From an optimization exercise on the open Yosys and OpenROAD flow, aimed at small area and a short achievable clock period; shortcuts taken in it are not production practice. In this exercise RTL edits were held to simulation tests only and were not proved equivalent to the original. The flow treats the clock pin as an ideal source. Dropping or thinning the clock tree relies on that and would not hold on a real chip. Power and IR drop assume default switching activity.

Design fifo, start of the top module:
module fifo #(
    parameter WIDTH = 32,
    parameter DEPTH = 16
)
(
    input  logic             clk_i,
    input  logic             rst_n_i,
    input  logic [WIDTH-1:0] wdata_i,
    input  logic             wr_en_i,
    output logic             full_o,
    output logic [WIDTH-1:0] rdata_o,
    input  logic             rd_en_i,
    output logic             empty_o
);
    logic [DEPTH-1:0] woh;           
    logic [DEPTH-1:0] roh;           
    logic [DEPTH-1:0] roh_b;         
    logic             full_r;        
    logic             nempty_r;      
    logic             one_r;         
    logic             fifteen_r;     
    logic             full_q;        
    logic             nempty_q;      
    logic [WIDTH-1:0] mem [0:DEPTH-1];
    wire wr_acc  = wr_en_i & ~full_r;
    wire rd_acc  = rd_en_i & nempty_r;
    wire wr_only = wr_acc & ~rd_acc;
    wire rd_only = rd_acc & ~wr_acc;
    wire two      = |(woh & {roh[DEPTH-3:0], roh[DEPTH-1:DEPTH-2]});
    wire fourteen = |(roh & {woh[DEPTH-3:0], woh[DEPTH-1:DEPTH-2]});
    genvar i;
    generate
        for (i = 0; i < DEPTH; i = i + 1) begin : g_mem
            always_ff @(posedge clk_i) begin
                if (woh[i])
                    mem[i] <= wdata_i;
            end
        end
    endgenerate
    logic [WIDTH-1:0] rsel;
    always_comb begin
        rsel = '0;
        for (int k = 0; k < DEPTH; k = k + 1)
            rsel = rsel | (mem[k] & {{(WIDTH/2){roh_b[k]}}, {(WIDTH/2){roh[k]}}});
    end
    always_ff @(posedge clk_i) begin
        if (rd_acc)
            rdata_o <= rsel;
    end
    always_ff @(posedge clk_i or negedge rst_n_i) begin
        if (!rst_n_i) begin
            woh <= {{(DEPTH-1){1'b0}}, 1'b1};
        end else if (full_r) begin
            if (rd_acc)
  ...
For scale: about 1100 cells after synthesis, ~600 flip-flops.
export LEC_CHECK = 0
export CAP_MARGIN = 20
export CORE_MARGIN = 2
export CORE_UTILIZATION = 60
export SETUP_SLACK_MARGIN = 1.55
export SLEW_MARGIN = 20
create_clock -name core_clock -period 3.2 [get_ports {clk_i}]
standard.sh (not shown) runs the stock make flow with config.mk's settings and CLKGATE_MAP_FILE= SYNTH_SCRIPT=/design/flow/synth_recipe.tcl, a recipe that flattens the netlist after the stock synthesis.
==> flow/flow/run.sh <==
#!/bin/bash
# The standard layout (standard.sh) with these changes:
# - the ports get buf_2 buffers, which the resizer may then size freely
#   (MATCH_CELL_FOOTPRINT 0), instead of delay cells it may not swap;
# - after global placement each output port's buffer is moved next to the
#   cell that drives it (post_gpl.tcl), so the buffer drives the wire to the
#   pin; detailed placement then legalizes it;
# - clock tree: sink clusters of at most 20 flip-flops within 60 um, and no
#   dummy loads;
# - after CTS the root buffer of the clock tree is removed, so the clock port
#   drives the few buffers below it directly (post_cts.tcl).
# make's output goes to make.log here; each step's log is under orfs/logs/.
set -euo pipefail
here=$(pwd)
bash standard.sh \
  "BUFFER_PORTS_ARGS=-buffer_cell sky130_fd_sc_hd__buf_2" \
  MATCH_CELL_FOOTPRINT=0 \
  "POST_GLOBAL_PLACE_TCL=$here/flow/post_gpl.tcl" \
  "CTS_ARGS=-sink_clustering_enable -repair_clock_nets -dont_use_dummy_load -sink_clustering_size 20 -sink_clustering_max_diameter 60" \
  "POST_CTS_TCL=$here/flow/post_cts.tcl" \
  finish > "$here/make.log" 2>&1
Other scripts of this flow, unchanged in this note and not shown: flow/flow/post_cts.tcl, flow/flow/post_gpl.tcl
The first run ran to the end with no violations.
Edit:
CORE_UTILIZATION = 55   (was 60)
SETUP_SLACK_MARGIN = 1.6   (was 1.55)
What happened: Count of clock-buffer cells in the layout increases by 4; sequential share of layout area decreases by 3.9 points; routed wire length increases by about 7.5%; non-clock buffer count increases by 79; final area increases by 5.7%.
Edit:
CORE_UTILIZATION = 60   (was 55)
Outcome: Design area drops by 1.0%; clock-buffer cell count goes down by 3; combinational power came out higher by 3.6%; cell count came out lower by 4.0%; worst setup slack is better by 23 ps; core utilization rose by 5.3 points; sequential share of layout area rose by 0.72 points; synthesized cell count does not change; synthesized area is unchanged.


Another version of the RTL of fifo (not shown whole).
Size in the first run: about 1100 cells after synthesis, ~580 flip-flops, roughly 21000 µm² of cells after synthesis.
clock: 3.2 ns
lec_check: 0
cap_margin: 20
core_margin: 2
core_utilization: 55
setup_slack_margin: 1.5
slew_margin: 20
==> flow/flow/run.sh <==
#!/bin/bash
# The standard layout (standard.sh) with these changes:
# - the ports get buf_2 buffers, which the resizer may then size freely
#   (MATCH_CELL_FOOTPRINT 0), instead of delay cells it may not swap;
# - clock tree: larger sink clusters and no dummy loads;
# - after CTS the root buffer of the clock tree is removed, so the clock port
#   drives the two buffers below it directly (post_cts.tcl).
# make's output goes to make.log here; each step's log is under orfs/logs/.
set -euo pipefail
here=$(pwd)
bash standard.sh \
  "BUFFER_PORTS_ARGS=-buffer_cell sky130_fd_sc_hd__buf_2" \
  MATCH_CELL_FOOTPRINT=0 \
  "CTS_ARGS=-sink_clustering_enable -repair_clock_nets -dont_use_dummy_load -sink_clustering_size 20 -sink_clustering_max_diameter 60" \
  "POST_CTS_TCL=$here/flow/post_cts.tcl" \
  finish > "$here/make.log" 2>&1
==> flow/flow/post_cts.tcl <==
# Remove the root buffer of the clock tree: the clock port then drives the
# few buffers below it directly.
set block [ord::get_db_block]
set port_net [[$block findBTerm clk_i] getNet]
set roots {}
foreach it [$port_net getITerms] { lappend roots [$it getInst] }
puts "clock port drives [llength $roots] cells"
if {[llength $roots] == 1} {
  set root [lindex $roots 0]
  set master [[$root getMaster] getName]
  if {[string match "sky130_fd_sc_hd__clkbuf*" $master]} {
    set out_net ""
    foreach it [$root getITerms] {
      if {[$it isOutputSignal]} { set out_net [$it getNet] }
    }
    set loads {}
    foreach it [$out_net getITerms] {
      if {[$it getInst] ne $root} { lappend loads $it }
    }
    puts "root $master [$root getName] drives [llength $loads] cells"
    if {[llength $loads] <= 4} {
      foreach it $loads { $it disconnect }
      foreach it [$root getITerms] { if {[$it getNet] ne "NULL"} { $it disconnect } }
      odb::dbInst_destroy $root
      odb::dbNet_destroy $out_net
      foreach it $loads { $it connect $port_net }
      puts "removed the root clock buffer"
    }
  }
}
estimate_parasitics -placement
report_clock_latency -include_internal_latency 
The first run passed the timing, DRC and antenna checks.
Next try:
--- a/flow/flow/run.sh
+++ b/flow/flow/run.sh
@@ -4,3 +4,5 @@
 #   (MATCH_CELL_FOOTPRINT 0), instead of delay cells it may not swap;
-# - clock tree: larger sink clusters and no dummy loads;
+# - timing-driven global placement weights more nets, and more strongly;
+# - clock tree: sink clusters of at most 20 flip-flops within 60 um, and no
+#   dummy loads;
 # - after CTS the root buffer of the clock tree is removed, so the clock port
@@ -13,2 +15,3 @@
   MATCH_CELL_FOOTPRINT=0 \
+  "GLOBAL_PLACEMENT_ARGS=-timing_driven_net_weight_max 10 -timing_driven_nets_percentage 30" \
   "CTS_ARGS=-sink_clustering_enable -repair_clock_nets -dont_use_dummy_load -sink_clustering_size 20 -sink_clustering_max_diameter 60" \
--- a/flow/config.mk
+++ b/flow/config.mk
@@ -10,3 +10,3 @@
 export CORE_UTILIZATION = 55
-export SETUP_SLACK_MARGIN = 1.5
+export SETUP_SLACK_MARGIN = 1.55
 export SLEW_MARGIN = 20
What happened: First-iteration DRC count grows by roughly a tenth; power grows slightly; worst setup slack is worse by 0.0094 ns; count of clock-buffer cells in the layout grows by 2; global-route usage grows by 1.8 points; cell count grows slightly.
Next try:
--- a/flow/flow/run.sh
+++ b/flow/flow/run.sh
@@ -4,3 +4,5 @@
 #   (MATCH_CELL_FOOTPRINT 0), instead of delay cells it may not swap;
-# - timing-driven global placement weights more nets, and more strongly;
+# - after global placement each output port's buffer is moved next to the
+#   cell that drives it (post_gpl.tcl), so the buffer drives the wire to the
+#   pin; detailed placement then legalizes it;
 # - clock tree: sink clusters of at most 20 flip-flops within 60 um, and no
@@ -8,3 +10,3 @@
 # - after CTS the root buffer of the clock tree is removed, so the clock port
-#   drives the two buffers below it directly (post_cts.tcl).
+#   drives the few buffers below it directly (post_cts.tcl).
 # make's output goes to make.log here; each step's log is under orfs/logs/.
@@ -15,3 +17,3 @@
   MATCH_CELL_FOOTPRINT=0 \
-  "GLOBAL_PLACEMENT_ARGS=-timing_driven_net_weight_max 10 -timing_driven_nets_percentage 30" \
+  "POST_GLOBAL_PLACE_TCL=$here/flow/post_gpl.tcl" \
   "CTS_ARGS=-sink_clustering_enable -repair_clock_nets -dont_use_dummy_load -sink_clustering_size 20 -sink_clustering_max_diameter 60" \
==> flow/flow/post_gpl.tcl (new file) <==
# Move each output port's buffer next to the cell that drives it, so that the
# buffer, not the weak register output, drives the wire to the pin. Detailed
# placement legalizes the moved buffers later.
set block [ord::get_db_block]
set moved 0
foreach bt [$block getBTerms] {
  if {[$bt getIoType] ne "OUTPUT"} continue
  set net [$bt getNet]
  if {$net eq "NULL"} continue
  set buf ""
  foreach it [$net getITerms] {
    if {[$it isOutputSignal]} { set buf [$it getInst] }
  }
  if {$buf eq ""} continue
  set src ""
  foreach it [$buf getITerms] {
    if {[$it isInputSignal] && [$it getNet] ne "NULL"} {
      foreach d [[$it getNet] getITerms] {
        if {[$d isOutputSignal]} { set src [$d getInst] }
      }
    }
  }
  if {$src eq ""} continue
  set loc [$src getLocation]
  $buf setLocation [lindex $loc 0] [lindex $loc 1]
  incr moved
}
puts "moved $moved output buffers next to their drivers"
--- a/flow/config.mk
+++ b/flow/config.mk
@@ -10,3 +10,3 @@
 export CORE_UTILIZATION = 55
-export SETUP_SLACK_MARGIN = 1.55
+export SETUP_SLACK_MARGIN = 1.5
 export SLEW_MARGIN = 20
Count of clock-buffer cells in the layout stays the same.
Die area stays the same.
Core utilization decreases by 0.80 points.
Next try:
==> flow/flow/run.sh (replaced) <==
#!/bin/bash
# The standard layout (standard.sh) with these changes:
# - the ports get buf_2 buffers, which the resizer may then size freely
#   (MATCH_CELL_FOOTPRINT 0), instead of delay cells it may not swap;
# - clock tree: larger sink clusters and no dummy loads;
# - after CTS the root buffer of the clock tree is removed, so the clock port
#   drives the two buffers below it directly (post_cts.tcl).
# make's output goes to make.log here; each step's log is under orfs/logs/.
set -euo pipefail
here=$(pwd)
bash standard.sh \
  "BUFFER_PORTS_ARGS=-buffer_cell sky130_fd_sc_hd__buf_2" \
  MATCH_CELL_FOOTPRINT=0 \
  "CTS_ARGS=-sink_clustering_enable -repair_clock_nets -dont_use_dummy_load -sink_clustering_size 20 -sink_clustering_max_diameter 60" \
  "POST_CTS_TCL=$here/flow/post_cts.tcl" \
  finish > "$here/make.log" 2>&1
--- a/flow/config.mk
+++ b/flow/config.mk
@@ -9,3 +9,3 @@
 export CORE_MARGIN = 2
-export CORE_UTILIZATION = 55
+export CORE_UTILIZATION = 70
 export SETUP_SLACK_MARGIN = 1.5
removed: flow/flow/post_gpl.tcl
- hold slack gets better by 0.039 ns
- via count went up by 4.2%
- worst setup slack gets worse by 0.083 ns


fifo again, from the RTL that the note above started with.
export LEC_CHECK = 0
export CAP_MARGIN = 20
export CORE_MARGIN = 2
export CORE_UTILIZATION = 55
export SETUP_SLACK_MARGIN = 1.5
export SLEW_MARGIN = 20
create_clock -name core_clock -period 3.2 [get_ports {clk_i}]
==> flow/flow/run.sh <==
#!/bin/bash
# The standard layout (standard.sh) with these changes:
# - the ports get buf_2 buffers, which the resizer may then size freely
#   (MATCH_CELL_FOOTPRINT 0), instead of delay cells it may not swap;
# - timing-driven global placement weights more nets, and more strongly;
# - clock tree: sink clusters of at most 20 flip-flops within 60 um, and no
#   dummy loads;
# - after CTS the root buffer of the clock tree is removed, so the clock port
#   drives the two buffers below it directly (post_cts.tcl).
# make's output goes to make.log here; each step's log is under orfs/logs/.
set -euo pipefail
here=$(pwd)
bash standard.sh \
  "BUFFER_PORTS_ARGS=-buffer_cell sky130_fd_sc_hd__buf_2" \
  MATCH_CELL_FOOTPRINT=0 \
  "GLOBAL_PLACEMENT_ARGS=-timing_driven_net_weight_max 10 -timing_driven_nets_percentage 30" \
  "CTS_ARGS=-sink_clustering_enable -repair_clock_nets -dont_use_dummy_load -sink_clustering_size 20 -sink_clustering_max_diameter 60" \
  "POST_CTS_TCL=$here/flow/post_cts.tcl" \
  finish > "$here/make.log" 2>&1
Scripts as last shown in full above: flow/flow/post_cts.tcl
The first run finished clean.
==> next run, changes <==
--- a/flow/flow/run.sh
+++ b/flow/flow/run.sh
@@ -4,5 +4,3 @@
 #   (MATCH_CELL_FOOTPRINT 0), instead of delay cells it may not swap;
-# - timing-driven global placement weights more nets, and more strongly;
-# - clock tree: sink clusters of at most 20 flip-flops within 60 um, and no
-#   dummy loads;
+# - clock tree: larger sink clusters and no dummy loads;
 # - after CTS the root buffer of the clock tree is removed, so the clock port
@@ -15,3 +13,2 @@
   MATCH_CELL_FOOTPRINT=0 \
-  "GLOBAL_PLACEMENT_ARGS=-timing_driven_net_weight_max 10 -timing_driven_nets_percentage 30" \
   "CTS_ARGS=-sink_clustering_enable -repair_clock_nets -dont_use_dummy_load -sink_clustering_size 20 -sink_clustering_max_diameter 60" \
Settings changed: CORE_UTILIZATION 55 to 50, SETUP_SLACK_MARGIN 1.5 to 1.45.
The changed run went through all stages and came out clean.
Utilization decreases by 6.4 points.
Die area increases by about 10%.
Total power stays flat.

-- afterwards: timing with drivers on the ports --
Ports are ideal in the flow. The routed layouts listed here were re-timed in OpenROAD.
Step 1 sets driving cells, clkbuf_16 on the clock port and buf_2 on the other inputs (assumed; they add their load-dependent delay and slew).
Step 2 times the ports against the registers' clock, not the clock port: input delays grow and output delays shrink by t, the midpoint of the rising clock arrivals with the driver on.
Slacks: ideal ports / drivers / drivers and shift; pairs: ideal ports / drivers.
| run | t, ns | setup WS [ns] | slew at the worst register clock pin (ns) |
|---|---|---|---|
| the first run of note 1 | 0.465 | 1.522 / 1.498 / 1.281 | 0.08 / 0.08 |
| the second run of note 1 | 0.477 | 1.558 / 1.507 / 1.321 | 0.08 / 0.08 |
| the third run of note 1 | 0.465 | 1.582 / 1.484 / 1.278 | 0.08 / 0.08 |
| the first run of note 2 | 0.479 | 1.506 / 1.392 / 1.192 | 0.08 / 0.08 |
| the second run of note 2 | 0.482 | 1.497 / 1.424 / 1.302 | 0.08 / 0.08 |
| the third run of note 2 | 0.471 | 1.514 / 1.478 / 1.281 | 0.09 / 0.09 |
| the fourth run of note 2 | 0.457 | 1.431 / 1.431 / 1.290 | 0.09 / 0.09 |
| the first run of note 3 | 0.483 | 1.471 / 1.407 / 1.305 | 0.08 / 0.08 |
| the second run of note 3 | 0.488 | 1.479 / 1.370 / 1.239 | 0.09 / 0.09 |
After both steps setup and hold are still met in every run listed. The setup slack of the first run of note 2, which loses most, moves by -0.114 ns with the drivers and by -0.314 ns with both steps.
